Context: an optimization exercise on an open-source flow, tuned for small area and a short achievable clock period. The choices shown serve that exercise and are no tape-out recipe.
RTL that was checked went through simulation tests only; none was proved equivalent to the original.
Function not checked in runs 1 and 2: the RTL went through the layout flow alone.
In every run shown here, the design's own scripts or RTL, not TritonCTS, make the clock network.
No driver is modelled on the clock port, so clock power and skew are understated where the tree is cut down; a real chip needs a root buffer or a tree.
Power figures rest on the tool's default switching activity, not on a simulated workload.

==> design/flow/design.v <==
module fifo #(
  parameter DATA_WIDTH = 32,
  parameter DEPTH      = 16
) (
  input  logic                  clk,
  input  logic                  rst_n,
  input  logic                  wr_en,
  input  logic [DATA_WIDTH-1:0] wr_data,
  input  logic                  rd_en,
  output logic [DATA_WIDTH-1:0] rd_data,
  output logic                  full,
  output logic                  empty
);
  localparam RD = DEPTH - 1;             
  logic [DATA_WIDTH-1:0] head;
  logic [DATA_WIDTH-1:0] mem [RD];
  logic [RD-1:0]         wsel, src;
  logic [DEPTH-1:0]      lvl;
  logic nempty, ram_ne, is_full;
  logic push, pop, up, down;
  logic [DATA_WIDTH-1:0] head_d;
  logic [DEPTH-1:0]      lvl_n;
  logic [RD-1:0]         wsel_n, src_n;
  assign nempty  = lvl[0];
  assign ram_ne  = lvl[1];
  assign is_full = lvl[DEPTH-1];
  assign push = wr_en && !is_full;
  assign pop  = rd_en && nempty;
  assign up   = push && !pop;
  assign down = pop && !push;
  always_ff @(posedge clk) begin
    for (int i = 0; i < RD; i++)
      if (wr_en && wsel[i]) mem[i] <= wr_data;
  end
  always_comb begin
    head_d = wr_data & {DATA_WIDTH{!ram_ne}};
    for (int i = 0; i < RD; i++)
      head_d = head_d | (mem[i] & {DATA_WIDTH{src[i]}});
  end
  always_ff @(posedge clk) begin
    if (rd_en || !nempty)
      head <= head_d;
  end
  always_comb begin
    for (int k = 0; k < DEPTH; k++) begin
      if (up)
        lvl_n[k] = (k == 0) ? 1'b1 : lvl[k-1];
      else if (down)
        lvl_n[k] = (k == DEPTH-1) ? 1'b0 : lvl[k+1];
      else
        lvl_n[k] = lvl[k];
    end
    if (is_full)
      wsel_n = rd_en ? src : '0;
    else if (push && nempty && !(pop && !ram_ne))
      wsel_n = (up && lvl[DEPTH-2]) ? '0 : {wsel[RD-2:0], wsel[RD-1]};
    else
      wsel_n = wsel;
    if (ram_ne) begin
      if (down && !lvl[2])
        src_n = '0;                          
      else if (rd_en)
        src_n = {src[RD-2:0], src[RD-1]};
      else
        src_n = src;
    end else begin
      src_n = (up && nempty) ? wsel : '0;
    end
  end
  always_ff @(posedge clk or negedge rst_n) begin
    if (!rst_n) begin
      wsel <= {{(RD-1){1'b0}}, 1'b1};
      src  <= '0;
      lvl  <= '0;
    end else begin
      wsel <= wsel_n;
      src  <= src_n;
      lvl  <= lvl_n;
    end
  end
  assign rd_data = head;
  assign full    = is_full;
  assign empty   = !nempty;
endmodule
==> design/flow/flow/run.sh <==
#!/bin/bash
# Standard layout, except that the clock tree CTS builds is replaced (in the
# POST_CTS hook) by a balanced two-level tree: four root buffers fed by the
# clock port, each feeding leaf buffers that drive ~28 registers each.
set -euo pipefail
export POST_CTS_TCL="$PWD/flow/mycts.tcl"
export MYCTS_CLK=clk
bash standard.sh > standard_flow.log 2>&1 || { tail -50 standard_flow.log; exit 1; }
tail -5 standard_flow.log
==> design/flow/flow/mycts.tcl <==
# Replace the clock tree that CTS built (run from the POST_CTS hook) with a
# balanced two-level tree: a few root buffers on the clock port, each feeding
# leaf buffers that each drive a cluster of nearby registers.
proc mycts_kmeans {pts k iters} {
  set n [llength $pts]
  set cents {}
  set sorted [lsort -real -index 0 $pts]
  for {set i 0} {$i < $k} {incr i} {
    lappend cents [lindex $sorted [expr {int(($i + 0.5) * $n / $k)}]]
  }
  set cap [expr {int(ceil($n / double($k)))}]
  for {set iter 0} {$iter < $iters} {incr iter} {
    set pairs {}
    for {set s 0} {$s < $n} {incr s} {
      lassign [lindex $pts $s] x y
      for {set c 0} {$c < $k} {incr c} {
        lassign [lindex $cents $c] cx cy
        lappend pairs [list [expr {abs($x-$cx)+abs($y-$cy)}] $s $c]
      }
    }
    set pairs [lsort -real -index 0 $pairs]
    set asg [lrepeat $n -1]
    set cnt [lrepeat $k 0]
    foreach pr $pairs {
      lassign $pr d s c
      if {[lindex $asg $s] >= 0 || [lindex $cnt $c] >= $cap} continue
      lset asg $s $c; lset cnt $c [expr {[lindex $cnt $c]+1}]
    }
    set sx [lrepeat $k 0.0]; set sy [lrepeat $k 0.0]
    for {set s 0} {$s < $n} {incr s} {
      set c [lindex $asg $s]; lassign [lindex $pts $s] x y
      lset sx $c [expr {[lindex $sx $c]+$x}]; lset sy $c [expr {[lindex $sy $c]+$y}]
    }
    set nc {}
    for {set c 0} {$c < $k} {incr c} {
      set m [lindex $cnt $c]
      if {$m == 0} { lappend nc [lindex $cents $c] } else { lappend nc [list [expr {[lindex $sx $c]/$m}] [expr {[lindex $sy $c]/$m}]] }
    }
    set cents $nc
  }
  return [list $asg $cents]
}

proc mycts_run {} {
  set block [ord::get_db_block]
  set clk [$block findNet $::env(MYCTS_CLK)]
  set bufm [[ord::get_db] findMaster sky130_fd_sc_hd__clkbuf_16]
  set per [expr {[info exists ::env(MYCTS_PER)] ? $::env(MYCTS_PER) : 28}]

  # walk the existing tree: collect buffers and sinks
  set sinks {}
  set tree {}
  set todo [list [list $clk 0]]
  while {[llength $todo]} {
    lassign [lindex $todo 0] net par; set todo [lrange $todo 1 end]
    foreach it [$net getITerms] {
      if {![$it isInputSignal] && [$it getIoType] ne "INPUT"} continue
      set inst [$it getInst]
      set mname [[$inst getMaster] getName]
      set inv [expr {[string match "sky130_fd_sc_hd__clkinv*" $mname] || [string match "sky130_fd_sc_hd__inv_*" $mname]}]
      if {[string match "clkload*" [$inst getName]]} { lappend tree $inst; continue }
      if {$inv || [string match "sky130_fd_sc_hd__clkbuf*" $mname] || [string match "sky130_fd_sc_hd__buf_*" $mname]} {
        lappend tree $inst
        foreach o [$inst getITerms] {
          if {[$o isOutputSignal]} { set on [$o getNet]; if {$on ne "NULL"} { lappend todo [list $on [expr {$par ^ $inv}]] } }
        }
      } else {
        if {$par} { error "mycts: sink [[$it getInst] getName] sees an inverted clock" }
        lappend sinks $it
      }
    }
  }
  foreach it $sinks { set mn [[[$it getInst] getMaster] getName]; if {![string match "*df*" $mn]} { puts "mycts: odd sink [[$it getInst] getName] $mn [[$it getMTerm] getName]" } }
  puts "mycts: [llength $sinks] sinks, removing [llength $tree] tree buffers"
  # disconnect sinks, remove tree
  foreach it $sinks { $it disconnect }
  foreach inst $tree {
    foreach o [$inst getITerms] {
      set n [$o getNet]
      if {$n ne "NULL" && [$o isOutputSignal]} { $o disconnect; if {[llength [$n getITerms]] == 0 && [llength [$n getBTerms]] == 0} { odb::dbNet_destroy $n } }
    }
    odb::dbInst_destroy $inst
  }
  # sink locations
  set pts {}
  foreach it $sinks {
    set b [[$it getInst] getBBox]
    lappend pts [list [expr {([$b xMin]+[$b xMax])/2.0}] [expr {([$b yMin]+[$b yMax])/2.0}]]
  }
  set n [llength $sinks]
  set k [expr {int(ceil($n / double($per)))}]
  lassign [mycts_kmeans $pts $k 30] asg cents
  set nroot [expr {[info exists ::env(MYCTS_ROOTS)] ? $::env(MYCTS_ROOTS) : 4}]
  lassign [mycts_kmeans $cents $nroot 30] rasg rcents
  set rnets {}
  for {set r 0} {$r < $nroot} {incr r} {
    lassign [lindex $rcents $r] rx ry
    set root [odb::dbInst_create $block $bufm "mycts_root_$r"]
    $root setLocation [expr {int($rx)}] [expr {int($ry)}]; $root setPlacementStatus PLACED
    [$root findITerm A] connect $clk
    set rnet [odb::dbNet_create $block "mycts_root_net_$r"]
    $rnet setSigType CLOCK
    [$root findITerm X] connect $rnet
    lappend rnets $rnet
  }
  for {set c 0} {$c < $k} {incr c} {
    set leaf [odb::dbInst_create $block $bufm "mycts_leaf_$c"]
    lassign [lindex $cents $c] cx cy
    $leaf setLocation [expr {int($cx)}] [expr {int($cy)}]; $leaf setPlacementStatus PLACED
    [$leaf findITerm A] connect [lindex $rnets [lindex $rasg $c]]
    set ln [odb::dbNet_create $block "mycts_leaf_net_$c"]
    $ln setSigType CLOCK
    [$leaf findITerm X] connect $ln
    for {set s 0} {$s < $n} {incr s} {
      if {[lindex $asg $s] == $c} { [lindex $sinks $s] connect $ln }
    }
  }
  puts "mycts: built $nroot roots + $k leaves"
}
mycts_run
global_connect
detailed_placement
estimate_parasitics -placement
==> design/flow/standard.sh <==
#!/bin/bash
# synth_recipe.tcl (not shown) runs the flow's synth.tcl, then flattens the netlist and writes it again
# the make line also repeats each setting of config.mk as NAME=value (left out here)
make -C /OpenROAD-flow-scripts/flow DESIGN_CONFIG=/design/flow/config.mk WORK_HOME=/design/flow/orfs CLKGATE_MAP_FILE= SYNTH_SCRIPT=/design/flow/synth_recipe.tcl "${@:-finish}"
==> design/flow/config.mk <==
export PLATFORM = sky130hd
export DESIGN_NAME = fifo
export DESIGN_NICKNAME = fifo
export VERILOG_FILES = /design/flow/design.v
export SDC_FILE = /design/flow/constraint.sdc
export NUM_CORES = 4
export LEC_CHECK = 0
export CAP_MARGIN = 20
export CORE_MARGIN = 2
export CORE_UTILIZATION = 65
export PLACE_DENSITY = 0.75
export SETUP_SLACK_MARGIN = 2.4
export SLEW_MARGIN = 20
==> design/flow/constraint.sdc <==
create_clock -name core_clock -period 4.2 [get_ports {clk}]
set_input_delay 0.8400 -clock core_clock [delete_from_list [all_inputs] [get_ports {clk}]]
set_output_delay 0.8400 -clock core_clock [all_outputs]
set_load 0.01 [all_outputs]
==> results of run 1 <==
==> worst paths after layout <==
| check | start | endpoint | cells past startpoint |
|---|---|---|---|
| min in group core_clock | lvl[6] | lvl[6] | 2 |
| max in group asynchronous | rst_n | wsel[0] | 2 |
| max | wr_en | src[12] | 8 |
| min reg2reg | lvl[6] | lvl[6] | 2 |
| min | rst_n | lvl[3] | 1 |
| max reg2reg | lvl[15] | src[12] | 8 |
==> Yosys cell counts, types with 2 or more instances <==
master | number | area, um^2
clkbuf_1 | 65 | 244
a21oi_1 | 2 | 10.0
nand2b_1 | 3 | 18.8
a21o_1 | 14 | 105
mux2i_1 | 14 | 140
buf_2 | 8 | 40.0
inv_1 | 4 | 15.0
dfrtp_1 | 45 | 1130
and2_1 | 16 | 100
mux2_4 | 10 | 150
nor3_1 | 2 | 10.0
o21ai_0 | 15 | 75.1
nand2_1 | 18 | 67.6
a22o_1 | 157 | 1380
nand4_1 | 32 | 200
mux2_2 | 2 | 22.5
edfxtp_1 | 512 | 15400
a221oi_1 | 128 | 1120
ha_1 | 2 | 25.0
buf_6 | 4 | 45.0
mux2_1 | 3 | 33.8
==> cells in the final DEF (no fill, tap or decap), drive strengths merged <==
master         instances
nand2                 18
dfrtp                 45
nor3                   2
a21oi                  4
ha                     2
clkdlybuf4s50          2
dlygate4sd2           13
a221oi               128
mux2i                 14
a22o                 157
buf                  104
and3b                  2
mux2                  15
and2                  16
and3                   1
edfxtp               512
nor2b                  1
a31oi                  1
o21ai                 15
a31o                   1
nand2b                 4
nand4                 32
clkinvlp               2
a21o                  14
dfstp                  1
inv                    3
dlymetal6s2s          12
clkbuf                30
==> per-layer routing <==
layer	up-vias	track usage [%]
met2	723	48.5
met5	-	0
met1	5871	43.6
met3	109	5.93
li1	4668	-
met4	0	8.59
==> worst reg2reg max path: cells and delay by family, from the launching register on <==
family / cells / cell delay (ps)
and+or+nand+nor: 2 / 490
DFF: 1 / 430
AOI/OAI and AO/OA: 2 / 320
buffers and inverters: 3 / 300
adders and majority gates: 1 / 210
==> power by group <==
group	total (mW)	internal, mW	switching (mW)
combinational	0.971	0.380	0.591
clock	2.56	1.04	1.52
sequential	6.32	6.24	0.0790
==> state kept, by name, indices dropped and copies added, names as in the netlist <==
signal and cells:
wsel 15, mem 480, src 15, head 32, lvl 16
==> per-stage QoR <==
stage / cells / setup slack (ps) / utilization, % / area, um^2
after floorplan: 1066 / 2170 / - / 20500
after global placement: 1462 / 1340 / 69.6 / 21400
after detailed placement: 1462 / 1310 / 69.6 / 21400
after global routing: 1547 / 2330 / 74.2 / 22800
final: 1547 / 2330 / 74.2 / 22800
==> cells by family (layout without fill, tap and decap cells) <==
family	Yosys count	in the layout	share of synthesized area, %
adders and majority gates	2	2	0.123
muxes	29	29	1.70
buffers and inverters	83	166	1.74
and+or+nand+nor	75	76	2.12
AOI/OAI and AO/OA	319	320	13.3
DFF	558	558	81.0
==> cell type report <==
| class | instances | area [um^2] |
|---|---|---|
| buffer | 24 | 601 |
| fill | 1742 | 7920 |
| inverter | 4 | 18.8 |
| multi-input combinational | 427 | 3780 |
| sequential | 558 | 16600 |
| tap | 396 | 495 |
| timing repair buffer | 137 | 1340 |
| timing repair inverter | 1 | 7.51 |
==> impl_results.md, run 1 <==
- Routed met2 length: 24500 um
- Initial antenna violation count: 0
- Crit path max-delay family: compound AO/OA/AOI/OAI gates
- Ys async rst share: 8.24%
- Rows: 64
- Chip width: 181 um
- Unrepaired setup endpoints after global routing: true
- Slowest Stage Delay on Critical Path: 310 ps
- Tmin final: 1870 ps
- Post-synthesis sequential area ratio: 81.0%
- Routed wl met3: 5510 um
- Crit-path max FO: 8
- Drt pass-1 iters: 5
- Critical path type: in -> reg
- Crit path DAT: 2130 ps
- ANT nets after route: 0
- Antenna diodes: 0
- EDFF count, synth: 512
- Leak Pwr: 7.68 nW
- Yosys reg bits: 558
- Worst-margin pin slew: 716 ps
- Core footprint: 30700 um^2
- Critical Path Sink Type: flop
- Syn Inst Count: 1066
- Worst-Skew Late Latency: 370 ps
- Routed WL per cell: 32.9 um
- Vias/cell: 7.35
- Number of clock sinks: 558
- Die Ht: 181 um
- MaxCap Viol Count: 0
- Relative slew slack: 52.2%
- Syn Area/Cell: 19.1 um^2
- Warnings, synthesis: 2
- Finish-stage setup viols: 0
- Global-route usage over all layers: 30.4%
- Met1 WL: 19400 um
- Req. time, crit path: 4460 ps
- # IOs: 70
- Hold WC Path Type: in -> async
- Top_reg_cell synth: edfxtp_1
- Final period util: 44.5%
- Via count: 11371
- Syn nets: 1104
- Initial Utilization: 66.4%
- Number of remaining DRC errors: 0
- GP Congestion: 0.750
- Setup TNS: 0 ps
- Fmax: 535 MHz
- Synth cell types: 31
- Skew final: 31.6 ps
- Maximum number of pins on one net before global-route repair: 47
- Hold_ws: 364 ps
- Initial DRC Count: 1311
- Syn Std Cell Area: 20400 um^2
- Type of origin of the critical path: input pin
- P per Cell Area: 432 nW/um^2
- Total grt overflow: 0
- Vias in the first global route: 11133
- Final Power: 9.85 mW
- Peak VDD IR: 0.321 mV
- Internal reg-to-reg setup slack: 2390 ps
- CP most frequent cell: buf_8
- Die area: 32800 um^2
- Post-Route WL: 50900 um
- Final nets: 1237
- Crit-path cells: buf_8, buf_8, nand2b_4, inv_2, ha_4, and3b_2, a22o_1, a21o_1
- CP Buf/Inv Count: 3
- Final hold viol count: 0
- Port Buf Inserts: 69
- First-pass GRT wire length: 72400 um
- Clock Pin Slew Worst Setup and Hold Paths: 110 ps
- Slowest CP cell: and3b_2
- Share of cells above drive strength 1: 19.3%
- Outcome: timing/DRC/antenna clean
- Final Max Slew Viols: 0
- Dpl hpwl: 22900 um
- Top routing layer in use: met4
- Area Overhead vs Synth: 11.9%
==> run 2: changes to the inputs <==
--- a/design/flow/design.v
+++ b/design/flow/design.v
@@ -18,5 +18,4 @@
   logic [DEPTH-1:0]      lvl;
   logic nempty, ram_ne, is_full;
-  logic push, pop, up, down;
   logic [DATA_WIDTH-1:0] head_d;
   logic [DEPTH-1:0]      lvl_n;
@@ -25,8 +24,4 @@
   assign ram_ne  = lvl[1];
   assign is_full = lvl[DEPTH-1];
-  assign push = wr_en && !is_full;
-  assign pop  = rd_en && nempty;
-  assign up   = push && !pop;
-  assign down = pop && !push;
   always_ff @(posedge clk) begin
     for (int i = 0; i < RD; i++)
@@ -42,29 +37,33 @@
       head <= head_d;
   end
+  logic [DEPTH-1:0] lvl_up, lvl_dn;
+  logic [RD-1:0]    wsel_adv, src_rot;
+  assign lvl_up   = {lvl[DEPTH-2:0], 1'b1};
+  assign lvl_dn   = {1'b0, lvl[DEPTH-1:1]};
+  assign wsel_adv = {wsel[RD-2:0], wsel[RD-1]};
+  assign src_rot  = {src[RD-2:0], src[RD-1]};
   always_comb begin
-    for (int k = 0; k < DEPTH; k++) begin
-      if (up)
-        lvl_n[k] = (k == 0) ? 1'b1 : lvl[k-1];
-      else if (down)
-        lvl_n[k] = (k == DEPTH-1) ? 1'b0 : lvl[k+1];
-      else
-        lvl_n[k] = lvl[k];
-    end
-    if (is_full)
-      wsel_n = rd_en ? src : '0;
-    else if (push && nempty && !(pop && !ram_ne))
-      wsel_n = (up && lvl[DEPTH-2]) ? '0 : {wsel[RD-2:0], wsel[RD-1]};
-    else
-      wsel_n = wsel;
-    if (ram_ne) begin
-      if (down && !lvl[2])
-        src_n = '0;                          
-      else if (rd_en)
-        src_n = {src[RD-2:0], src[RD-1]};
-      else
-        src_n = src;
-    end else begin
-      src_n = (up && nempty) ? wsel : '0;
-    end
+    case ({wr_en, rd_en})
+      2'b10: begin    
+        lvl_n  = is_full ? lvl : lvl_up;
+        wsel_n = (!is_full && nempty) ? (lvl[DEPTH-2] ? '0 : wsel_adv) : wsel;
+        src_n  = ram_ne ? src : (nempty ? wsel : '0);
+      end
+      2'b01: begin    
+        lvl_n  = nempty ? lvl_dn : lvl;
+        wsel_n = is_full ? src : wsel;
+        src_n  = (ram_ne && lvl[2]) ? src_rot : '0;
+      end
+      2'b11: begin    
+        lvl_n  = !nempty ? lvl_up : (is_full ? lvl_dn : lvl);
+        wsel_n = is_full ? src : (ram_ne ? wsel_adv : wsel);
+        src_n  = ram_ne ? src_rot : '0;
+      end
+      default: begin  
+        lvl_n  = lvl;
+        wsel_n = wsel;
+        src_n  = src;
+      end
+    endcase
   end
   always_ff @(posedge clk or negedge rst_n) begin
==> run 2 against run 1 <==
Against the previous run:
- still clean
- clock power barely moved
- via count rose by 8.8%
- global-route usage rose by 1.3 points
- critical path type is now reg -> reg
- largest power group unchanged
- highest routed layer is now met5
==> impl_results.md, run 2 <==
- Warnings, synthesis: 2 (unchanged)
- Most common cell after layout, fill and taps aside: edfxtp_1 (unchanged)
- Final worst slack: 2360 ps (was 2330 ps)
- Hold WC Path Type: in -> async (unchanged)
- Unrepaired setup endpoints after global routing: true (unchanged)
- Syn nets: 1175 (was 1104)
- Type of origin of the critical path: flop (was input pin)
- Rows: 65 (was 64)
- Finish-stage setup viols: 0 (unchanged)
- Global-route usage over all layers: 31.6% (was 30.4%)
- P per Cell Area: 563 nW/um^2 (was 432 nW/um^2)
- Antenna diodes: 0 (unchanged)
- Top post-synthesis cells by area: edfxtp_1 74%, a22o_1 5.5%, dfrtp_1 5.4% (was edfxtp_1 75%, a22o_1 6.7%, dfrtp_1 5.5%)
- M2 GR Usage: 49.3% (was 48.5%)
- Register area: 16600 um^2 (about the same)
- Number of remaining DRC errors: 0 (unchanged)
- Post-Route WL: 55900 um (was 50900 um)
- Via count: 12367 (was 11371)
- Final period util: 43.9% (was 44.5%)
- Initial Utilization: 65.9% (was 66.4%)
- FF-to-FF path depth: 4 (was 8)
- Total grt overflow: 0 (unchanged)
- Core footprint: 31600 um^2 (was 30700 um^2)
- Crit-path max FO: 20 (was 8)
- Synth top area share: 74.0% (was 75.3%)
- Critical Path Sink Type: flop (unchanged)
- Clock Pin Slew Worst Setup and Hold Paths: 110 ps (about the same)
- Critical path startpoint: src[8] (was wr_en)
- Syn Inst Count: 1139 (was 1066)
- Fmax: 542 MHz (was 535 MHz)
- Final nets: 1300 (was 1237)
- Mux contribution to synthesized area: 0% (was 1.70%)
- Routed WL per cell: 34.6 um (was 32.9 um)
- Multi-input logic area: 3930 um^2 (was 3780 um^2)
- Maximum number of pins on one net before global-route repair: 47 (unchanged)
- Area Overhead vs Synth: 11.1% (was 11.9%)
- Grt peak-use layer: met2 (unchanged)
- Filler cells: 1862 (was 1742)
- # IOs: 70 (unchanged)
- M1 GR Usage: 45.8% (was 43.6%)
- Dpl hpwl: 24000 um (was 22900 um)
- Share of cells above drive strength 1: 16.9% (was 19.3%)
- Final instance area: 23100 um^2 (was 22800 um^2)
- Drt pass-1 iters: 13 (was 5)
- MaxCap Viol Count: 0 (unchanged)
- Relative slew slack: 51.7% (was 52.2%)
- Skew final: 24.7 ps (was 31.6 ps)
- Largest family of logic cells by synthesized area: compound AO/OA/AOI/OAI gates (unchanged)
- Largest Register: mem (unchanged)
- Syn Std Cell Area: 20800 um^2 (was 20400 um^2)
- First-pass GRT wire length: 76200 um (was 72400 um)
- GP Congestion: 0.779 (was 0.750)
- Setup TNS: 0 ps (unchanged)
- Die area: 33400 um^2 (was 32800 um^2)
- Initial antenna violation count: 2 (was 0)
- Post-synthesis sequential area ratio: 79.5% (was 81.0%)
- Hold_ws: 476 ps (was 364 ps)
- Tmin final: 1840 ps (was 1870 ps)
- Leak Pwr: 7.82 nW (was 7.68 nW)
- Yosys reg bits: 558 (unchanged)
- Post-Synth Simple-Gate Area: 3.51% (was 2.12%)
- Chip width: 183 um (was 181 um)
- Worst-margin pin slew: 724 ps (was 716 ps)
- Number of clock sinks: 558 (unchanged)
- Die Ht: 183 um (was 181 um)
- Peak VDD IR: 0.459 mV (was 0.321 mV)
- ANT nets after route: 0 (unchanged)
- Vias/cell: 7.65 (was 7.35)
- Critical path type: reg -> reg (was in -> reg)
- Area leader, netlist: edfxtp_1 (unchanged)
- Synth cell types: 39 (was 31)
- Final Power: 13.0 mW (was 9.85 mW)
- Req. time, crit path: 4240 ps (was 4460 ps)
- Cell area after placement: 21700 um^2 (was 21400 um^2)
- Capture point of the worst reg-to-reg path: head[18] (was src[12])
- Largest registers: mem: 480 flops, head: 32 flops, lvl: 16 flops (unchanged)
- EDFF count, synth: 512 (unchanged)
- Initial DRC Count: 2328 (was 1311)
- Worst-Skew Late Latency: 360 ps (was 370 ps)
- GR Util met3: 6.27% (was 5.93%)
- Final hold viol count: 0 (unchanged)
- Outcome: timing/DRC/antenna clean (unchanged)
- Internal reg-to-reg setup slack: 2360 ps (was 2390 ps)
- Commonest non-fill, non-tap cells in the layout: 512 x edfxtp_1, 130 x a22o_1, 120 x a221oi_1 (was 512 x edfxtp_1, 157 x a22o_1, 105 x a221oi_1)
- Vias in the first global route: 11662 (was 11133)
- Top cells by count, synth: 512 x edfxtp_1, 130 x a22o_1, 128 x a221oi_1 (was 512 x edfxtp_1, 157 x a22o_1, 128 x a221oi_1)
- Crit path DAT: 1880 ps (was 2130 ps)
- Crit path to: head[18] (was src[12])
- Top_reg_cell synth: edfxtp_1 (unchanged)
- Ys async rst share: 8.24% (unchanged)
- Syn Area/Cell: 18.3 um^2 (was 19.1 um^2)
- Adder-cell area share of the yosys netlist: 0% (was 0.123%)
- Xor/xnor share of the synthesized area: 0% (unchanged)
- Synth Area in Compound Gates: 14.6% (was 13.3%)
- Max reg flops: 480 (unchanged)
- Launch point of the worst reg-to-reg path: src[8] (was lvl[15])
- Final Max Slew Viols: 0 (unchanged)
- Setup slack at placement: 861 ps (was 1310 ps)
- Port Buf Inserts: 69 (unchanged)
- Top-count cell post-synth: edfxtp_1 (unchanged)
[run 2: layer usage]
layer	vias up	wire length (um)	share of wire, %
met5	-	31	0.055
met4	4	2330	4.2
met3	174	7850	14
met2	1009	26000	46
met1	6242	19700	35
li1	4938	-	-
[run 2: final cells by class]
class	instances	share of cell area [%]
flip-flops and latches	558	71.8
well taps	402	2.18
repair buffers	132	5.91
repair inverters	1	0.0379
multi-input cells	482	17.0
plain buffers	24	2.60
inverters	18	0.450
[run 2: how the worst min path moves through the flow]
| stage | cells past startpoint | slack, ps | end | startpoint |
|---|---|---|---|---|
| 6_report | 1 | 480 | lvl[5] | rst_n |
| 5_1_grt | 1 | 520 | lvl[5] | rst_n |
| 3_5_place_dp | 2 | 530 | lvl[3] | lvl[3] |
| 3_3_place_gp | 2 | 520 | lvl[3] | lvl[3] |
| 2_1_floorplan | 2 | 490 | lvl[13] | lvl[13] |
[run 2: per-stage QoR]
step	util, %	cells
2_1_floorplan	-	1139
3_3_place_gp	68.9	1539
3_5_place_dp	68.9	1539
5_1_grt	73.2	1617
6_report	73.2	1617
[run 2: critical path, cell delays in order (launching register included)]
cell	delay, ps
dfrtp_4	500
buf_6	190
a22o_1	220
a221oi_1	290
nand4_1	290
[run 2: cell families after synthesis]
logic type / after synthesis
AO/OA/AOI/OAI: 338
buffers and inverters: 105
flip-flops: 558
AND/OR/NAND/NOR: 138
[run 2: power by group]
part | switching, mW | internal (mW) | total [mW]
combinational | 1.80 | 0.956 | 2.75
sequential | 0.532 | 7.16 | 7.69
clock | 1.52 | 1.04 | 2.56
total | 3.85 | 9.15 | 13.0
==> run 3: changes to the inputs <==
--- a/design/flow/design.v
+++ b/design/flow/design.v
@@ -33,8 +33,8 @@
       head_d = head_d | (mem[i] & {DATA_WIDTH{src[i]}});
   end
-  always_ff @(posedge clk) begin
-    if (rd_en || !nempty)
-      head <= head_d;
-  end
+  logic hold;
+  assign hold = nempty && !rd_en;
+  always_ff @(posedge clk)
+    head <= (head & {DATA_WIDTH{hold}}) | (head_d & {DATA_WIDTH{!hold}});
   logic [DEPTH-1:0] lvl_up, lvl_dn;
   logic [RD-1:0]    wsel_adv, src_rot;
--- a/design/flow/flow/run.sh
+++ b/design/flow/flow/run.sh
@@ -6,4 +6,5 @@
 export POST_CTS_TCL="$PWD/flow/mycts.tcl"
 export MYCTS_CLK=clk
+export MYCTS_PER=22
 bash standard.sh > standard_flow.log 2>&1 || { tail -50 standard_flow.log; exit 1; }
 tail -5 standard_flow.log
==> run 3 against run 2 <==
Against the previous run:
- still clean on timing, DRC and antenna
- synthesized cell count barely moved
- register-to-register slack improved by 30 ps
- final area fell by 0.38%
- power fell by 21%
- worst hold slack improved by 8.5 ps
- via count fell by 2.9%
- die area fell by 0.89%
- first-iteration DRC count fell by 27%
- sequential share of layout area rose by 0.30 points
- sequential power fell by 18%
- critical endpoint is now rd_data[23]
- largest cell class unchanged
- highest routed layer unchanged
==> impl_results.md, run 3 <==
- Final instance area: 23000 um^2 (was 23100 um^2)
- Hold WC Path Type: in -> async (unchanged)
- Most common cell after layout, fill and taps aside: edfxtp_1 (unchanged)
- Area Overhead vs Synth: 11.6% (was 11.1%)
- Share of cells above drive strength 1: 14.9% (was 16.9%)
- Mux contribution to synthesized area: 0.109% (was 0%)
- Syn Inst Count: 1140 (was 1139)
- Final nets: 1288 (was 1300)
- Switching portion of total power: 22.8% (was 29.6%)
- CP Buf/Inv Count: 1 (unchanged)
- Core footprint: 31400 um^2 (was 31600 um^2)
- Syn Area/Cell: 18.1 um^2 (was 18.3 um^2)
- # IOs: 70 (unchanged)
- Leak Pwr: 7.62 nW (was 7.82 nW)
- Rows: 65 (unchanged)
- Cell area after placement: 21500 um^2 (was 21700 um^2)
- Chip width: 182 um (was 183 um)
- Synth cell types: 43 (was 39)
- Outcome: timing/DRC/antenna clean (unchanged)
- Slowest CP cell: edfxtp_1 (was dfrtp_4)
- Crit path max-delay family: flip-flops (was compound AO/OA/AOI/OAI gates)
- Initial antenna violation count: 2 (unchanged)
- Largest family of logic cells by synthesized area: compound AO/OA/AOI/OAI gates (unchanged)
- Peak VDD IR: 0.349 mV (was 0.459 mV)
- Yosys reg bits: 558 (unchanged)
- Relative slew slack: 50.6% (was 51.7%)
- MaxCap Viol Count: 0 (unchanged)
- Die area: 33100 um^2 (was 33400 um^2)
- Commonest non-fill, non-tap cells in the layout: 512 x edfxtp_1, 129 x a22o_1, 124 x a221oi_1 (was 512 x edfxtp_1, 130 x a22o_1, 120 x a221oi_1)
- Switching pwr: 2.34 mW (was 3.85 mW)
- Req. time, crit path: 3360 ps (was 4240 ps)
- Worst-Skew Late Latency: 390 ps (was 360 ps)
- P per Cell Area: 446 nW/um^2 (was 563 nW/um^2)
- Clock Pin Slew Worst Setup and Hold Paths: 90 ps (was 110 ps)
- Launch point of the worst reg-to-reg path: src[8] (unchanged)
- Initial DRC Count: 1711 (was 2328)
- Dpl hpwl: 22000 um (was 24000 um)
- Internal reg-to-reg setup slack: 2390 ps (was 2360 ps)
- Area leader, netlist: edfxtp_1 (unchanged)
- Routed WL per cell: 33.2 um (was 34.6 um)
- Top_reg_cell synth: edfxtp_1 (unchanged)
- Crit-path max FO: 1 (was 20)
- Adder-cell area share of the yosys netlist: 0% (unchanged)
- Post-synthesis sequential area ratio: 80.2% (was 79.5%)
- Setup TNS: 0 ps (unchanged)
- ANT nets after route: 0 (unchanged)
- Part of the power in registers: 61.5% (was 59.1%)
- Largest registers: mem: 480 flops, lvl: 16 flops (was mem: 480 flops, head: 32 flops, lvl: 16 flops)
- Top post-synthesis cells by area: edfxtp_1 75%, a22o_1 5.5%, dfrtp_1 5.5% (was edfxtp_1 74%, a22o_1 5.5%, dfrtp_1 5.4%)
- Vias in the first global route: 11352 (was 11662)
- Top cells by count, synth: 512 x edfxtp_1, 129 x a22o_1, 128 x a221oi_1 (was 512 x edfxtp_1, 130 x a22o_1, 128 x a221oi_1)
- Crit path DAT: 970 ps (was 1880 ps)
- Stages on the worst setup path: 1 (was 4)
- Synth Area in Compound Gates: 14.1% (was 14.6%)
- Crit path to: rd_data[23] (was head[18])
- Drt pass-1 iters: 7 (was 13)
- Post-Synth Simple-Gate Area: 3.38% (was 3.51%)
- Final Max Slew Viols: 0 (unchanged)
- Synth top area share: 74.6% (was 74.0%)
- Xor/xnor share of the synthesized area: 0% (unchanged)
- Number of clock sinks: 558 (unchanged)
- FF-to-FF path depth: 3 (was 4)
- Number of remaining DRC errors: 0 (unchanged)
- Critical path type: reg -> out (was reg -> reg)
- Critical Path Sink Type: output pin (was flop)
- Ys async rst share: 8.24% (unchanged)
- Port Buf Inserts: 69 (unchanged)
- Warnings, synthesis: 2 (unchanged)
- Finish-stage setup viols: 0 (unchanged)
- GP Congestion: 0.747 (was 0.779)
- Syn nets: 1176 (was 1175)
- Die Ht: 182 um (was 183 um)
- Clk pwr share: 28.1% (was 19.7%)
- Total grt overflow: 0 (unchanged)
- Skew final: 64.7 ps (was 24.7 ps)
- Maximum number of pins on one net before global-route repair: 47 (unchanged)
- Post-Route WL: 53500 um (was 55900 um)
- Logic pwr share: 10.4% (was 21.2%)
- Unrepaired setup endpoints after global routing: true (unchanged)
- Max reg flops: 480 (unchanged)
- Global-route usage over all layers: 31.3% (was 31.6%)
- Syn Std Cell Area: 20600 um^2 (was 20800 um^2)
- Largest Register: mem (unchanged)
- Internal power: 7.92 mW (was 9.15 mW)
- First-pass GRT wire length: 74300 um (was 76200 um)
- Vias/cell: 7.47 (was 7.65)
- Final hold viol count: 0 (unchanged)
- Fmax: 552 MHz (was 542 MHz)
- Tmin final: 1810 ps (was 1840 ps)
- Type of origin of the critical path: flop (unchanged)
- Initial Utilization: 65.6% (was 65.9%)
- EDFF count, synth: 512 (unchanged)
- Via count: 12010 (was 12367)
- Final period util: 43.2% (was 43.9%)
- Crit-path cells: buf_2 (was buf_6, a22o_1, a221oi_1, nand4_1)
- Slowest Stage Delay on Critical Path: 430 ps (was 500 ps)
- Worst-margin pin slew: 741 ps (was 724 ps)
- Top-count cell post-synth: edfxtp_1 (unchanged)
## run 3: changes by cell type after synthesis, moves of 8 or more
cell      before  now
a31oi_1        0   11
nor2_1        17    7
o21ai_1       12   26
a32o_1        12    0
a21o_1         0   10
a22oi_1       14   27
a41oi_2       15    0
a222oi_1      13    4
inv_1         14    6
## run 3: worst min path at each step
stage / from / to / slack (ps) / depth (start not counted)
global route: rst_n / src[4] / 530 / 1
detailed placement: wsel[0] / wsel[0] / 510 / 2
floorplan: wsel[0] / wsel[0] / 460 / 2
finish: rst_n / src[4] / 480 / 1
global placement: wsel[0] / wsel[0] / 480 / 2
## run 3: worst reg2reg max path, stage by stage (launching register included)
cell and delay, ps:
dfrtp_4 750, a22o_1 340, a221oi_1 250, nand4_1 210
## run 3: per-layer routing
| layer | track usage, % | routed length [um] | vias up |
|---|---|---|---|
| li1 | - | - | 4892 |
| met1 | 45.8 | 20300 | 6183 |
| met2 | 48.5 | 25000 | 805 |
| met3 | 5.60 | 6270 | 128 |
| met4 | 11.2 | 1860 | 2 |
| met5 | 0 | 16 | - |
## run 3: metrics by stage
step	instances	hold WS (ps)	setup WS [ps]	util, %	power (mW)
final	1608	484	2390	73.3	10.3
after global routing	1608	529	2360	73.3	10.5
after detailed placement	1531	505	925	68.4	7.37
after global placement	1531	483	994	68.4	7.35
after floorplan	1140	460	2150	-	6.94
## run 3: cell type report
| class | count | area (um^2) |
|---|---|---|
| Fill cell | 1796 | 8400 |
| Inverter | 8 | 60.1 |
| Timing Repair Buffer | 119 | 1280 |
| Buffer | 30 | 751 |
| Multi-Input combinational cell | 490 | 3810 |
| Sequential cell | 558 | 16600 |
| Tap cell | 402 | 503 |
| Antenna cell | 1 | 2.50 |
## run 3: logic make-up (layout without fill, tap and decap cells)
group / count (synthesis) / after routing
flip-flops: 558 / 558
buffers and inverters: 95 / 157
multiplexers: 1 / 1
AO/OA/AOI/OAI: 354 / 356
other: 0 / 1
AND/OR/NAND/NOR: 132 / 133
## run 3: power by group through the flow
stage | logic, mW | registers, mW | clock network [mW]
floorplan | 0.462 | 6.48 | 0
global placement | 0.904 | 6.45 | 0
detailed placement | 0.923 | 6.45 | 0
global route | 1.13 | 6.32 | 3.05
finish | 1.07 | 6.30 | 2.88
==> run 4: changes to the inputs <==
--- a/design/flow/config.mk
+++ b/design/flow/config.mk
@@ -10,4 +10,5 @@
 export CORE_UTILIZATION = 65
 export PLACE_DENSITY = 0.75
-export SETUP_SLACK_MARGIN = 2.4
+export SETUP_SLACK_MARGIN = 2.55
 export SLEW_MARGIN = 20
+export TNS_END_PERCENT = 10
==> run 4 against run 3 <==
Against the previous run:
- highest routed layer is now met4
- wire length up 27%
- sequential power about the same
- sequential share of layout area down 7.1 points
- final area up 11%
- first-iteration DRC count up 31%
- largest cell class unchanged
==> impl_results.md, run 4 <==
- Outcome: timing/DRC/antenna clean (unchanged)
- Top cells by count, synth: 512 x edfxtp_1, 129 x a22o_1, 128 x a221oi_1 (unchanged)
- MaxCap Viol Count: 0 (unchanged)
- Unrepaired setup endpoints after global routing: true (unchanged)
- Port Buf Inserts: 69 (unchanged)
- Area Overhead vs Synth: 23.8% (was 11.6%)
- Initial Utilization: 65.6% (unchanged)
- Global-route usage over all layers: 32.8% (was 31.3%)
- Hold WC Path Type: in -> async (unchanged)
- Dpl hpwl: 21900 um (was 22000 um)
- Tmin final: 1880 ps (was 1810 ps)
- Final nets: 1446 (was 1288)
- Initial antenna violation count: 1 (was 2)
- Worst-Skew Late Latency: 370 ps (was 390 ps)
- Area leader, netlist: edfxtp_1 (unchanged)
- Core footprint: 31400 um^2 (unchanged)
- Via count: 13698 (was 12010)
- Final hold viol count: 0 (unchanged)
- Multi-input logic area: 4170 um^2 (was 3810 um^2)
- Die Ht: 182 um (unchanged)
- Critical Path Sink Type: flop (was output pin)
- Chip width: 182 um (unchanged)
- P per Cell Area: 411 nW/um^2 (was 446 nW/um^2)
- Post-Route WL: 67700 um (was 53500 um)
- Ys async rst share: 8.24% (unchanged)
- Largest registers: mem: 480 flops, lvl: 16 flops (unchanged)
- Initial DRC Count: 2247 (was 1711)
- Finish-stage setup viols: 0 (unchanged)
- Critical path type: reg -> reg (was reg -> out)
- Syn Area/Cell: 18.1 um^2 (unchanged)
- Peak VDD IR: 0.336 mV (was 0.349 mV)
- Crit path DAT: 1910 ps (was 970 ps)
- Post-synthesis sequential area ratio: 80.2% (unchanged)
- Commonest non-fill, non-tap cells in the layout: 512 x edfxtp_1, 129 x a22o_1, 88 x buf_12 (was 512 x edfxtp_1, 129 x a22o_1, 124 x a221oi_1)
- Rows: 65 (unchanged)
- Maximum number of pins on one net before global-route repair: 47 (unchanged)
- Launch point of the worst reg-to-reg path: src[5] (was src[8])
- Final period util: 44.7% (was 43.2%)
- Fmax: 533 MHz (was 552 MHz)
- Clock Pin Slew Worst Setup and Hold Paths: 90 ps (about the same)
- Top post-synthesis cells by area: edfxtp_1 75%, a22o_1 5.5%, dfrtp_1 5.5% (unchanged)
- Syn nets: 1176 (unchanged)
- First-pass GRT wire length: 77000 um (was 74300 um)
- # IOs: 70 (unchanged)
- Critical path startpoint: src[5]
- Final Power: 10.5 mW (was 10.3 mW)
- Internal reg-to-reg setup slack: 2320 ps (was 2390 ps)
- Drt pass-1 iters: 6 (was 7)
- Skew final: 30.0 ps (was 64.7 ps)
- Yosys reg bits: 558 (unchanged)
- Cell area after placement: 21500 um^2 (about the same)
- Max reg flops: 480 (unchanged)
- Synth top area share: 74.6% (unchanged)
- FF-to-FF path depth: 3 (unchanged)
- Most common cell after layout, fill and taps aside: edfxtp_1 (unchanged)
- Synth cell types: 43 (unchanged)
- ANT nets after route: 0 (unchanged)
- GP Congestion: 0.741 (was 0.747)
- Top_reg_cell synth: edfxtp_1 (unchanged)
- Type of origin of the critical path: flop (unchanged)
- Total grt overflow: 0 (unchanged)
- Syn Std Cell Area: 20600 um^2 (unchanged)
- Syn Inst Count: 1140 (unchanged)
- Vias/cell: 7.77 (was 7.47)
- Crit-path max FO: 18 (was 1)
- Number of remaining DRC errors: 0 (unchanged)
- Number of clock sinks: 558 (unchanged)
- Leak Pwr: 8.88 nW (was 7.62 nW)
- Largest Register: mem (unchanged)
- Final instance area: 25500 um^2 (was 23000 um^2)
- Vias in the first global route: 11571 (was 11352)
- Share of cells above drive strength 1: 27.5% (was 14.9%)
- Final Max Slew Viols: 0 (unchanged)
- Top-count cell post-synth: edfxtp_1 (unchanged)
- EDFF count, synth: 512 (unchanged)
- Worst-margin pin slew: 675 ps (was 741 ps)
- Setup TNS: 0 ps (unchanged)
- Req. time, crit path: 4240 ps (was 3360 ps)
- Die area: 33100 um^2 (unchanged)
- Filler cells: 1423 (was 1796)
- Routed WL per cell: 38.4 um (was 33.2 um)
- Warnings, synthesis: 2 (unchanged)
- Register area: 16600 um^2 (unchanged)
- Relative slew slack: 54.9% (was 50.6%)
-- run 4: cell counts after synthesis --
No cell type changed its count.
-- run 4: stage by stage --
stage / std cells / setup WS [ps] / hold WS [ps] / utilization (%)
after floorplan: 1140 / 2150 / 460 / -
final: 1764 / 2320 / 490 / 81.3
after global routing: 1761 / 2230 / 516 / 81.2
after detailed placement: 1535 / 1140 / 492 / 68.5
after global placement: 1535 / 1230 / 478 / 68.5
-- run 4: cells by family after synthesis --
kind of cell | after synthesis | synth area share, %
compound gates | 354 | 14.1
mux | 1 | 0.109
simple gates | 132 | 3.38
buf+inv | 95 | 2.20
flops | 558 | 80.2
-- run 4: layer usage --
metal | global-route usage, % | share of wire [%] | vias to the layer above
met1 | 45.0 | 32 | 6801
li1 | - | - | 5216
met2 | 52.4 | 46 | 1361
met3 | 7.60 | 15 | 320
met4 | 12.3 | 6.2 | 0
met5 | 0 | 0 | -
-- run 4: critical path: stages (launching register included) --
cell      delay [ps]
dfrtp_4          650
buf_16           240
a221oi_1         370
nand4_1          280
-- run 4: final cells by class --
type / instances / area share, %
Timing Repair Buffer: 261 / 13.6
Buffer: 30 / 2.94
Inverter: 8 / 0.142
Antenna cell: 3 / 0.0294
Multi-Input combinational cell: 502 / 16.3
Sequential cell: 558 / 65.0
Tap cell: 402 / 1.97
-- run 4: worst min-delay path by stage --
stage	startpoint	to	slack, ps	cells past startpoint
after floorplan	wsel[0]	wsel[0]	460	2
after global placement	wsel[0]	wsel[0]	480	2
after detailed placement	wsel[0]	wsel[0]	490	2
after global routing	rst_n	src[0]	520	1
final	rst_n	src[5]	490	1
-- run 4: where the power goes --
group | switching [mW] | total, mW | leakage [nW] | internal, mW
Sequential | 0.0767 | 6.31 | 5.24 | 6.23
Combinational | 0.768 | 1.27 | 3.27 | 0.500
Clock | 1.62 | 2.90 | 0.370 | 1.28
==> run 5: changes to the inputs <==
--- a/design/flow/config.mk
+++ b/design/flow/config.mk
@@ -10,5 +10,4 @@
 export CORE_UTILIZATION = 65
 export PLACE_DENSITY = 0.75
-export SETUP_SLACK_MARGIN = 2.55
+export SETUP_SLACK_MARGIN = 2.0
 export SLEW_MARGIN = 20
-export TNS_END_PERCENT = 10
==> run 5 against run 4 <==
Against the previous run:
- clock skew up 3.7 ps
- sequential share of layout area rose by 8.4 points
- synthesized cell count is the same
- largest power group unchanged
- final area down 12%
==> impl_results.md, run 5 <==
- Setup TNS: 0 ps (unchanged)
- Internal reg-to-reg setup slack: 2050 ps (was 2320 ps)
- Switching portion of total power: 22.0% (was 23.5%)
- Most common cell after layout, fill and taps aside: edfxtp_1 (unchanged)
- Chip width: 182 um (unchanged)
- Vias/cell: 7.35 (was 7.77)
- Die area: 33100 um^2 (unchanged)
- Syn Inst Count: 1140 (unchanged)
- Initial Utilization: 65.6% (unchanged)
- Final Max Slew Viols: 0 (unchanged)
- Finish-stage setup viols: 0 (unchanged)
- MaxCap Viol Count: 0 (unchanged)
- FF-to-FF path depth: 4 (was 3)
- Relative slew slack: 23.7% (was 54.9%)
- Tmin final: 2150 ps (was 1880 ps)
- Unrepaired setup endpoints after global routing: false (was true)
- Critical Path Sink Type: flop (unchanged)
- Syn Std Cell Area: 20600 um^2 (unchanged)
- Skew final: 33.7 ps (was 30.0 ps)
- GP Congestion: 0.805 (was 0.741)
- Switching pwr: 2.22 mW (was 2.46 mW)
- Commonest non-fill, non-tap cells in the layout: 512 x edfxtp_1, 129 x a22o_1, 128 x a221oi_1 (was 512 x edfxtp_1, 129 x a22o_1, 88 x buf_12)
- Worst-Skew Late Latency: 360 ps (was 370 ps)
- Drt pass-1 iters: 7 (was 6)
- Total grt overflow: 0 (unchanged)
- Crit-path max FO: 14 (was 18)
- Area leader, netlist: edfxtp_1 (unchanged)
- Internal power: 7.85 mW (was 8.01 mW)
- Fmax: 464 MHz (was 533 MHz)
- Clk pwr share: 28.1% (was 27.7%)
- # IOs: 70 (unchanged)
- Final hold viol count: 0 (unchanged)
- Final period util: 51.3% (was 44.7%)
- Core footprint: 31400 um^2 (unchanged)
- Initial antenna violation count: 1 (unchanged)
- Die Ht: 182 um (unchanged)
- Post-layout util: 71.8% (was 81.3%)
- Syn nets: 1176 (unchanged)
- Filler cells: 1831 (was 1423)
- Critical path type: reg -> reg (unchanged)
- ANT nets after route: 0 (unchanged)
- Top post-synthesis cells by area: edfxtp_1 75%, a22o_1 5.5%, dfrtp_1 5.5% (unchanged)
- Launch point of the worst reg-to-reg path: src[3] (was src[5])
- Final worst slack: 2050 ps (was 2320 ps)
- Setup slack at placement: 993 ps (was 1140 ps)
- Max reg flops: 480 (unchanged)
- EDFF count, synth: 512 (unchanged)
- Crit path DAT: 2200 ps (was 1910 ps)
- Req. time, crit path: 4240 ps (about the same)
- Antenna diodes: 0 (was 3)
- Largest Register: mem (unchanged)
- Rows: 65 (unchanged)
- Vias in the first global route: 11409 (was 11571)
- Final instance area: 22500 um^2 (was 25500 um^2)
- Final nets: 1277 (was 1446)
- Synth top area share: 74.6% (unchanged)
- Top-count cell post-synth: edfxtp_1 (unchanged)
- Number of clock sinks: 558 (unchanged)
- First-pass GRT wire length: 73400 um (was 77000 um)
- Yosys reg bits: 558 (unchanged)
- Clock Pin Slew Worst Setup and Hold Paths: 90 ps (about the same)
- Share of cells above drive strength 1: 9.97% (was 27.5%)
- Part of the power in registers: 62.6% (was 60.2%)
- Hold WC Path Type: in -> async (unchanged)
- Largest registers: mem: 480 flops, lvl: 16 flops (unchanged)
- Ys async rst share: 8.24% (unchanged)
- Number of remaining DRC errors: 0 (unchanged)
- Maximum number of pins on one net before global-route repair: 47 (unchanged)
- Dpl hpwl: 26100 um (was 21900 um)
- Area Overhead vs Synth: 9.39% (was 23.8%)
- Leak Pwr: 7.37 nW (was 8.88 nW)
- Warnings, synthesis: 2 (unchanged)
- Top cells by count, synth: 512 x edfxtp_1, 129 x a22o_1, 128 x a221oi_1 (unchanged)
- Logic pwr share: 9.3% (was 12.1%)
- Outcome: timing/DRC/antenna clean (unchanged)
- P per Cell Area: 447 nW/um^2 (was 411 nW/um^2)
- Peak VDD IR: 0.324 mV (was 0.336 mV)
- Synth cell types: 43 (unchanged)
- Worst-margin pin slew: 1140 ps (was 675 ps)
- Routed WL per cell: 31.1 um (was 38.4 um)
- Via count: 11730 (was 13698)
- Cell area after placement: 21700 um^2 (was 21500 um^2)
- Post-synthesis sequential area ratio: 80.2% (unchanged)
- Port Buf Inserts: 69 (unchanged)
- Syn Area/Cell: 18.1 um^2 (unchanged)
- Top_reg_cell synth: edfxtp_1 (unchanged)
- Post-Route WL: 49700 um (was 67700 um)
- Type of origin of the critical path: flop (unchanged)
- Initial DRC Count: 1593 (was 2247)
- Global-route usage over all layers: 30.4% (was 32.8%)
[run 5: cell counts after synthesis]
Identical to the previous run, type by type.
[run 5: stage by stage]
| stage | hold slack, ps | power (mW) | cells |
|---|---|---|---|
| after floorplan | 457 | 6.93 | 1140 |
| after global placement | 471 | 7.37 | 1561 |
| after detailed placement | 480 | 7.38 | 1561 |
| after global routing | 504 | 10.4 | 1595 |
| final | 478 | 10.1 | 1595 |
[run 5: per-layer routing]
layer	track usage, %	wire length (um)	share of wire, %
met5	0	0	0
met4	9.48	1340	2.7
met3	6.04	5300	11
met2	47.4	23700	48
met1	44.3	19300	39
[run 5: kinds of logic after synthesis]
| family | after synthesis | synth area share, % |
|---|---|---|
| flops | 558 | 80.2 |
| buf+inv | 95 | 2.20 |
| simple gates | 132 | 3.38 |
| compound gates | 354 | 14.1 |
| mux | 1 | 0.109 |
[run 5: worst max-delay path by stage]
stage	startpoint	to	slack (ps)	cells after the start
after floorplan	wr_en	mem[1][0]	2020	4
after global placement	wr_en	lvl[5]	1000	6
after detailed placement	wr_en	lvl[5]	990	6
after global routing	wr_data[4]	flop	2000	3
final	src[3]	flop	2050	4
[run 5: final cells by class]
| type | count | area, um^2 | area share (%) |
|---|---|---|---|
| tap | 402 | 503 | 2.23 |
| timing repair buffer | 110 | 1030 | 4.58 |
| multi-input combinational | 487 | 3660 | 16.3 |
| sequential | 558 | 16600 | 73.4 |
| buffer | 30 | 751 | 3.33 |
| inverter | 8 | 33.8 | 0.150 |
[run 5: critical path, cell delays in order (launching register included)]
cell,delay [ps]
dfrtp_2,590
buf_4,310
a22o_1,250
a221oi_1,410
nand4_1,260
[run 5: power groups by stage]
| stage | Clock [mW] | Sequential [mW] | Combinational [mW] |
|---|---|---|---|
| after detailed placement | 0 | 6.45 | 0.932 |
| after floorplan | 0 | 6.48 | 0.453 |
| final | 2.83 | 6.30 | 0.941 |
| after global routing | 3.02 | 6.32 | 1.01 |
| after global placement | 0 | 6.45 | 0.918 |
==> run 6: changes to the inputs <==
--- a/design/flow/config.mk
+++ b/design/flow/config.mk
@@ -10,4 +10,4 @@
 export CORE_UTILIZATION = 65
 export PLACE_DENSITY = 0.75
-export SETUP_SLACK_MARGIN = 2.0
+export SETUP_SLACK_MARGIN = 2.3
 export SLEW_MARGIN = 20
==> run 6 against run 5 <==
Against the previous run:
- flip-flop and latch count is the same
- via count grew 3.3%
- clock power is essentially flat
- utilization grew 0.98 points
- fmax grew 14%
- die area is the same
- first-iteration DRC count grew 10%
- clock skew grew 3.0 ps
- final cell count grew 0.44%
==> impl_results.md, run 6 <==
- Syn nets: 1176 (unchanged)
- Initial Utilization: 65.6% (unchanged)
- Top post-synthesis cells by area: edfxtp_1 75%, a22o_1 5.5%, dfrtp_1 5.5% (unchanged)
- Maximum number of pins on one net before global-route repair: 47 (unchanged)
- Critical Path Sink Type: flop (unchanged)
- Req. time, crit path: 4280 ps (was 4240 ps)
- Post-synthesis sequential area ratio: 80.2% (unchanged)
- Type of origin of the critical path: flop (unchanged)
- GP Congestion: 0.764 (was 0.805)
- Syn Area/Cell: 18.1 um^2 (unchanged)
- Internal reg-to-reg setup slack: 2310 ps (was 2050 ps)
- Unrepaired setup endpoints after global routing: true (was false)
- Warnings, synthesis: 2 (unchanged)
- Most common cell after layout, fill and taps aside: edfxtp_1 (unchanged)
- Fmax: 529 MHz (was 464 MHz)
- Launch point of the worst reg-to-reg path: src[10] (was src[3])
- ANT nets after route: 0 (unchanged)
- Area Overhead vs Synth: 10.9% (was 9.39%)
- Clk pwr share: 28.0% (was 28.1%)
- Filler cells: 1847 (was 1831)
- Final period util: 45.0% (was 51.3%)
- Cell area after placement: 21500 um^2 (was 21700 um^2)
- Logic pwr share: 10.2% (was 9.3%)
- Top-count cell post-synth: edfxtp_1 (unchanged)
- Hold WC Path Type: in -> async (unchanged)
- Die area: 33100 um^2 (unchanged)
- Number of clock sinks: 558 (unchanged)
- Syn Inst Count: 1140 (unchanged)
- # IOs: 70 (unchanged)
- Syn Std Cell Area: 20600 um^2 (unchanged)
- Drt pass-1 iters: 6 (was 7)
- Worst-margin pin slew: 696 ps (was 1140 ps)
- Area leader, netlist: edfxtp_1 (unchanged)
- Synth cell types: 43 (unchanged)
- Total grt overflow: 0 (unchanged)
- First-pass GRT wire length: 76100 um (was 73400 um)
- Yosys reg bits: 558 (unchanged)
- Chip width: 182 um (unchanged)
- Worst-Skew Late Latency: 380 ps (was 360 ps)
- Vias in the first global route: 11321 (was 11409)
- Synth top area share: 74.6% (unchanged)
- Final instance area: 22800 um^2 (was 22500 um^2)
- Via count: 12114 (was 11730)
- Final worst slack: 2310 ps (was 2050 ps)
- Ys async rst share: 8.24% (unchanged)
- Outcome: timing/DRC/antenna clean (unchanged)
- Switching portion of total power: 22.4% (was 22.0%)
- Tmin final: 1890 ps (was 2150 ps)
- Vias/cell: 7.56 (was 7.35)
- Skew final: 36.6 ps (was 33.7 ps)
- Routed wl met3: 7840 um (was 5300 um)
- Relative slew slack: 53.6% (was 23.7%)
- Xor/xnor share of the synthesized area: 0% (unchanged)
- EDFF count, synth: 512 (unchanged)
- Setup TNS: 0 ps (unchanged)
- Number of remaining DRC errors: 0 (unchanged)
- FF-to-FF path depth: 3 (was 4)
- Global-route usage over all layers: 32.4% (was 30.4%)
- P per Cell Area: 446 nW/um^2 (was 447 nW/um^2)
- Initial DRC Count: 1754 (was 1593)
- Routed met2 length: 25500 um (was 23700 um)
- Commonest non-fill, non-tap cells in the layout: 512 x edfxtp_1, 129 x a22o_1, 128 x a221oi_1 (unchanged)
- Adder-cell area share of the yosys netlist: 0% (unchanged)
- Die Ht: 182 um (unchanged)
- Post-Route WL: 55300 um (was 49700 um)
- Core footprint: 31400 um^2 (unchanged)
- Internal power: 7.90 mW (was 7.85 mW)
- Crit path DAT: 1970 ps (was 2200 ps)
- Max reg flops: 480 (unchanged)
- Initial antenna violation count: 2 (was 1)
- Critical path type: reg -> reg (unchanged)
- Part of the power in registers: 61.9% (was 62.6%)
- Final Max Slew Viols: 0 (unchanged)
- Final hold viol count: 0 (unchanged)
- Top_reg_cell synth: edfxtp_1 (unchanged)
- Largest family of logic cells by synthesized area: compound AO/OA/AOI/OAI gates (unchanged)
- Mux contribution to synthesized area: 0.109% (unchanged)
- Routed WL per cell: 34.5 um (was 31.1 um)
- Synth Area in Compound Gates: 14.1% (unchanged)
- Rows: 65 (unchanged)
- Top routing layer in use: met5 (was met4)
- Finish-stage setup viols: 0 (unchanged)
- Critical path startpoint: src[10] (was src[3])
- Peak VDD IR: 0.389 mV (was 0.324 mV)
- Switching pwr: 2.29 mW (was 2.22 mW)
- Multi-input logic area: 3880 um^2 (was 3660 um^2)
- Post-Synth Simple-Gate Area: 3.38% (unchanged)
- Final nets: 1281 (was 1277)
- Share of cells above drive strength 1: 13.5% (was 9.97%)
- Clock Pin Slew Worst Setup and Hold Paths: 90 ps (about the same)
- Setup slack at placement: 1100 ps (was 993 ps)
- MaxCap Viol Count: 0 (unchanged)
- Largest registers: mem: 480 flops, lvl: 16 flops (unchanged)
- Crit-path max FO: 19 (was 14)
- Port Buf Inserts: 69 (unchanged)
- Leak Pwr: 7.64 nW (was 7.37 nW)
- Largest Register: mem (unchanged)
- Register area: 16600 um^2 (about the same)
- Met1 WL: 19900 um (was 19300 um)
- Top cells by count, synth: 512 x edfxtp_1, 129 x a22o_1, 128 x a221oi_1 (unchanged)
- Dpl hpwl: 21600 um (was 26100 um)
## run 6: changes by cell type in the layout (fill, tap and decap cells not counted), moves of 2 or more
cell             delta
dlygate4sd2_1      -33
buf_2              +32
and2_4             +29
buf_4              -25
clkdlybuf4s50_1    -25
dlymetal6s2s_1     +25
and2_2             -13
dfrtp_2            -12
dfrtp_4            +12
buf_6               +5
buf_12              +4
clkbuf_16           +3
buf_16              +2
buf_8               +2
## run 6: how the worst min path moves through the flow
stage             from  endpoint  depth (start not counted)  slack [ps]
2_1_floorplan  wsel[0]   wsel[0]                          2         460
5_1_grt          rst_n   wsel[1]                          1         540
6_report         rst_n   wsel[1]                          1         480
3_3_place_gp   wsel[0]   wsel[0]                          2         480
3_5_place_dp   wsel[0]   wsel[0]                          2         490
## run 6: layout make-up
| class | count | area share (%) |
|---|---|---|
| sequential | 558 | 72.6 |
| inverter | 8 | 0.148 |
| multi-input combinational | 504 | 17.0 |
| antenna | 1 | 0.0110 |
| buffer | 30 | 3.29 |
| timing repair buffer | 99 | 4.79 |
| tap | 402 | 2.20 |
## run 6: power groups by stage
stage	Combinational (mW)	Clock (mW)	Sequential (mW)
floorplan	0.460	0	6.48
finish	1.04	2.85	6.30
global route	1.11	3.01	6.32
global placement	0.911	0	6.45
detailed placement	0.927	0	6.45
## run 6: kinds of logic (layout without fill, tap and decap cells)
group           count (synthesis)  in the layout
simple gates                  132            148
flops                         558            558
buf+inv                        95            137
other cells                     0              1
compound gates                354            355
mux                             1              1
## run 6: per-stage QoR
step	hold WS [ps]	power, mW	utilization (%)	instances
after floorplan	460	6.94	-	1140
after detailed placement	492	7.38	68.5	1534
after global placement	478	7.36	68.5	1534
after global routing	540	10.4	72.8	1602
final	480	10.2	72.8	1602
## run 6: critical path, cell delays in order (launching register included)
cell and delay, ps:
dfrtp_4 680, a22o_1 310, a221oi_1 410, nand4_1 210
## run 6: per-layer routing
| layer | track usage, % | vias up |
|---|---|---|
| li1 | - | 4899 |
| met1 | 47.5 | 6095 |
| met2 | 49.6 | 966 |
| met3 | 5.68 | 152 |
| met4 | 12.6 | 2 |
| met5 | 0 | - |
==> run 7: changes to the inputs <==
--- a/design/flow/config.mk
+++ b/design/flow/config.mk
@@ -8,6 +8,6 @@
 export CAP_MARGIN = 20
 export CORE_MARGIN = 2
-export CORE_UTILIZATION = 65
-export PLACE_DENSITY = 0.75
-export SETUP_SLACK_MARGIN = 2.3
+export CORE_UTILIZATION = 75
+export PLACE_DENSITY = 0.85
+export SETUP_SLACK_MARGIN = 2.4
 export SLEW_MARGIN = 20
==> run 7 against run 6 <==
Against the previous run:
- still clean on timing, DRC and antenna
- via count rose by 5.8%
- critical path depth rose by 1
- first-iteration DRC count rose by 44%
- largest cell class unchanged
==> impl_results.md, run 7 <==
- Global-route usage over all layers: 39.8% (was 32.4%)
- Via count: 12817 (was 12114)
- Critical path type: reg -> reg (unchanged)
- EDFF count, synth: 512 (unchanged)
- Leak Pwr: 7.62 nW (was 7.64 nW)
- # IOs: 70 (unchanged)
- Logic pwr share: 11.1% (was 10.2%)
- Core footprint: 27000 um^2 (was 31400 um^2)
- Switching pwr: 2.39 mW (was 2.29 mW)
- Number of clock sinks: 558 (unchanged)
- Top cells by count, synth: 512 x edfxtp_1, 129 x a22o_1, 128 x a221oi_1 (unchanged)
- Number of remaining DRC errors: 0 (unchanged)
- Routed WL per cell: 37.1 um (was 34.5 um)
- Share of cells above drive strength 1: 18.0% (was 13.5%)
- Maximum number of pins on one net before global-route repair: 47 (unchanged)
- Initial antenna violation count: 3 (was 2)
- First-pass GRT wire length: 81000 um (was 76100 um)
- CP Buf/Inv Count: 1 (was 0)
- Synth cell types: 43 (unchanged)
- Post-synthesis sequential area ratio: 80.2% (unchanged)
- Vias/cell: 8.24 (was 7.56)
- Outcome: timing/DRC/antenna clean (unchanged)
- Skew final: 47.9 ps (was 36.6 ps)
- Initial Utilization: 76.4% (was 65.6%)
- Drt pass-1 iters: 9 (was 6)
- Grt peak-use layer: met2 (unchanged)
- M1 GR Usage: 53.0% (was 47.5%)
- Finish-stage setup viols: 0 (unchanged)
- Top post-synthesis cells by area: edfxtp_1 75%, a22o_1 5.5%, dfrtp_1 5.5% (unchanged)
- Internal power: 7.94 mW (was 7.90 mW)
- Syn Inst Count: 1140 (unchanged)
- Clk pwr share: 27.8% (was 28.0%)
- Internal reg-to-reg setup slack: 2280 ps (was 2310 ps)
- Tmin final: 1920 ps (was 1890 ps)
- Warnings, synthesis: 2 (unchanged)
- Syn Std Cell Area: 20600 um^2 (unchanged)
- Rows: 60 (was 65)
- Max reg flops: 480 (unchanged)
- Type of origin of the critical path: flop (unchanged)
- Synth top area share: 74.6% (unchanged)
- Worst-Skew Late Latency: 380 ps (about the same)
- ANT nets after route: 0 (unchanged)
- Syn nets: 1176 (unchanged)
- Relative slew slack: 51.6% (was 53.6%)
- Worst-margin pin slew: 725 ps (was 696 ps)
- Critical path startpoint: src[3] (was src[10])
- Area leader, netlist: edfxtp_1 (unchanged)
- Area Overhead vs Synth: 11.2% (was 10.9%)
- Chip width: 170 um (was 182 um)
- P per Cell Area: 451 nW/um^2 (was 446 nW/um^2)
- MaxCap Viol Count: 0 (unchanged)
- Top-count cell post-synth: edfxtp_1 (unchanged)
- Slowest Stage Delay on Critical Path: 540 ps (was 680 ps)
- Clock Pin Slew Worst Setup and Hold Paths: 90 ps (about the same)
- Fmax: 520 MHz (was 529 MHz)
- Most common cell after layout, fill and taps aside: edfxtp_1 (unchanged)
- Syn Area/Cell: 18.1 um^2 (unchanged)
- GR Util met3: 10.4% (was 5.68%)
- Final Max Slew Viols: 0 (unchanged)
- Largest Register: mem (unchanged)
- Final nets: 1293 (was 1281)
- Switching portion of total power: 23.2% (was 22.4%)
- Critical Path Sink Type: flop (unchanged)
- Final Power: 10.3 mW (was 10.2 mW)
- Ys async rst share: 8.24% (unchanged)
- Dpl hpwl: 24900 um (was 21600 um)
- Peak VDD IR: 0.360 mV (was 0.389 mV)
- Initial DRC Count: 2527 (was 1754)
- Crit-path cells: buf_8, a22o_1, a221oi_2, nand4_1 (was a22o_1, a221oi_1, nand4_1)
- Req. time, crit path: 4230 ps (was 4280 ps)
- Slowest CP cell: dfrtp_4 (unchanged)
- Crit path max-delay family: compound AO/OA/AOI/OAI gates (unchanged)
- Port Buf Inserts: 69 (unchanged)
- Launch point of the worst reg-to-reg path: src[3] (was src[10])
- Hold WC Path Type: in -> async (unchanged)
- Crit path DAT: 1950 ps (was 1970 ps)
- Stages on the worst setup path: 4 (was 3)
- Unrepaired setup endpoints after global routing: true (unchanged)
- Largest registers: mem: 480 flops, lvl: 16 flops (unchanged)
- Commonest non-fill, non-tap cells in the layout: 512 x edfxtp_1, 128 x a22o_1, 92 x a221oi_1 (was 512 x edfxtp_1, 129 x a22o_1, 128 x a221oi_1)
- M2 GR Usage: 61.7% (was 49.6%)
- Final period util: 45.8% (was 45.0%)
- Yosys reg bits: 558 (unchanged)
- Crit-path max FO: 18 (was 19)
- GP Congestion: 0.783 (was 0.764)
- Top_reg_cell synth: edfxtp_1 (unchanged)
- FF-to-FF path depth: 4 (was 3)
- Die area: 28800 um^2 (was 33100 um^2)
- Vias in the first global route: 12618 (was 11321)
- Part of the power in registers: 61.1% (was 61.9%)
- Die Ht: 170 um (was 182 um)
- Total grt overflow: 0 (unchanged)
- Setup TNS: 0 ps (unchanged)
- Post-Route WL: 57800 um (was 55300 um)
- Final hold viol count: 0 (unchanged)
==> run 7: cell counts after synthesis <==
Identical to the previous run, type by type.
==> run 7: metal layers <==
layer / vias up / wire (um)
li1: 4897 / -
met1: 6283 / 18500
met2: 1345 / 27300
met3: 290 / 8570
met4: 2 / 3390
met5: - / 15
==> run 7: layout make-up <==
type                       count  area [um^2]
timing repair buffer         126         1150
inverter                       8         43.8
antenna                        3         7.51
multi-input combinational    489         3960
tap                          341          427
timing repair inverter         1         7.51
buffer                        30          751
sequential                   558        16600
fill                        1044         4040
==> run 7: cell families (layout without fill, tap and decap cells) <==
group / after synthesis / in the layout / share of synthesized area (%)
other cells: 0 / 3 / 0
mux: 1 / 1 / 0.109
compound gates: 354 / 354 / 14.1
flops: 558 / 558 / 80.2
simple gates: 132 / 134 / 3.38
buf+inv: 95 / 165 / 2.20
==> run 7: power groups by stage <==
stage	clock, mW	combinational, mW	sequential [mW]
3_3_place_gp	0	0.900	6.44
3_5_place_dp	0	0.929	6.45
6_report	2.87	1.14	6.32
2_1_floorplan	0	0.462	6.48
5_1_grt	2.97	1.18	6.33
==> run 7: how the worst max path moves through the flow <==
| stage | endpoint | slack [ps] |
|---|---|---|
| global placement | lvl[4] | 1060 |
| detailed placement | wsel[13] | 1000 |
| floorplan | flop | 2150 |
| global route | flop | 2300 |
| finish | flop | 2280 |
==> run 7: worst reg2reg max path, stage by stage (launching register included) <==
cell	delay, ps
dfrtp_4	540
buf_8	200
a22o_1	270
a221oi_2	290
nand4_1	270
==> run 7: through the flow <==
step / hold slack [ps] / instances / area (um^2) / util (%) / setup WS, ps
2_1_floorplan: 460 / 1140 / 20700 / - / 2150
3_3_place_gp: 484 / 1487 / 21500 / 79.9 / 1060
3_5_place_dp: 498 / 1487 / 21500 / 79.9 / 1000
5_1_grt: 519 / 1555 / 22900 / 85.0 / 2300
6_report: 466 / 1556 / 22900 / 85.0 / 2280

[static timing again, ports no longer ideal]
How much do the figures lean on ideal ports? The routed layouts below were timed once more, with nothing changed but the port constraints.
Step 1 (the two cells are an assumption about what drives the block):
set clk [get_ports {clk}]
set_driving_cell -lib_cell sky130_fd_sc_hd__clkbuf_16 $clk
set_driving_cell -lib_cell sky130_fd_sc_hd__buf_2 [delete_from_list [all_inputs] $clk]
Step 2 times the ports against the registers' clock, not the clock port: input delays grow and output delays shrink by t, the midpoint of the rising clock arrivals with the driver on.
a / b / c = ideal / step 1 / step 2; a / b = the first two.
run	t, ns	slack for setup (ns)	latest minus earliest clock arrival (ns)	worst register clock-pin slew, ns	worst slew at a driven data input, ns
run 1	0.454	2.330 / 2.312 / 1.934	0.033 / 0.033	0.11 / 0.11	0.06
run 2	0.455	2.355 / 2.275 / 2.028	0.027 / 0.027	0.11 / 0.11	0.07
run 3	0.464	2.387 / 2.276 / 2.045	0.068 / 0.067	0.09 / 0.09	0.08
run 4	0.467	2.323 / 2.312 / 2.037	0.033 / 0.032	0.09 / 0.09	0.07
run 5	0.453	2.046 / 2.046 / 1.700	0.035 / 0.035	0.09 / 0.09	0.04
run 6	0.461	2.308 / 2.308 / 1.955	0.039 / 0.039	0.09 / 0.09	0.08
run 7	0.468	2.275 / 2.276 / 1.955	0.049 / 0.049	0.09 / 0.09	0.09
After both steps setup and hold are still met in every run listed. For run 1, which loses most, drivers alone change the setup slack by -0.018 ns; drivers and shift together by -0.396 ns.
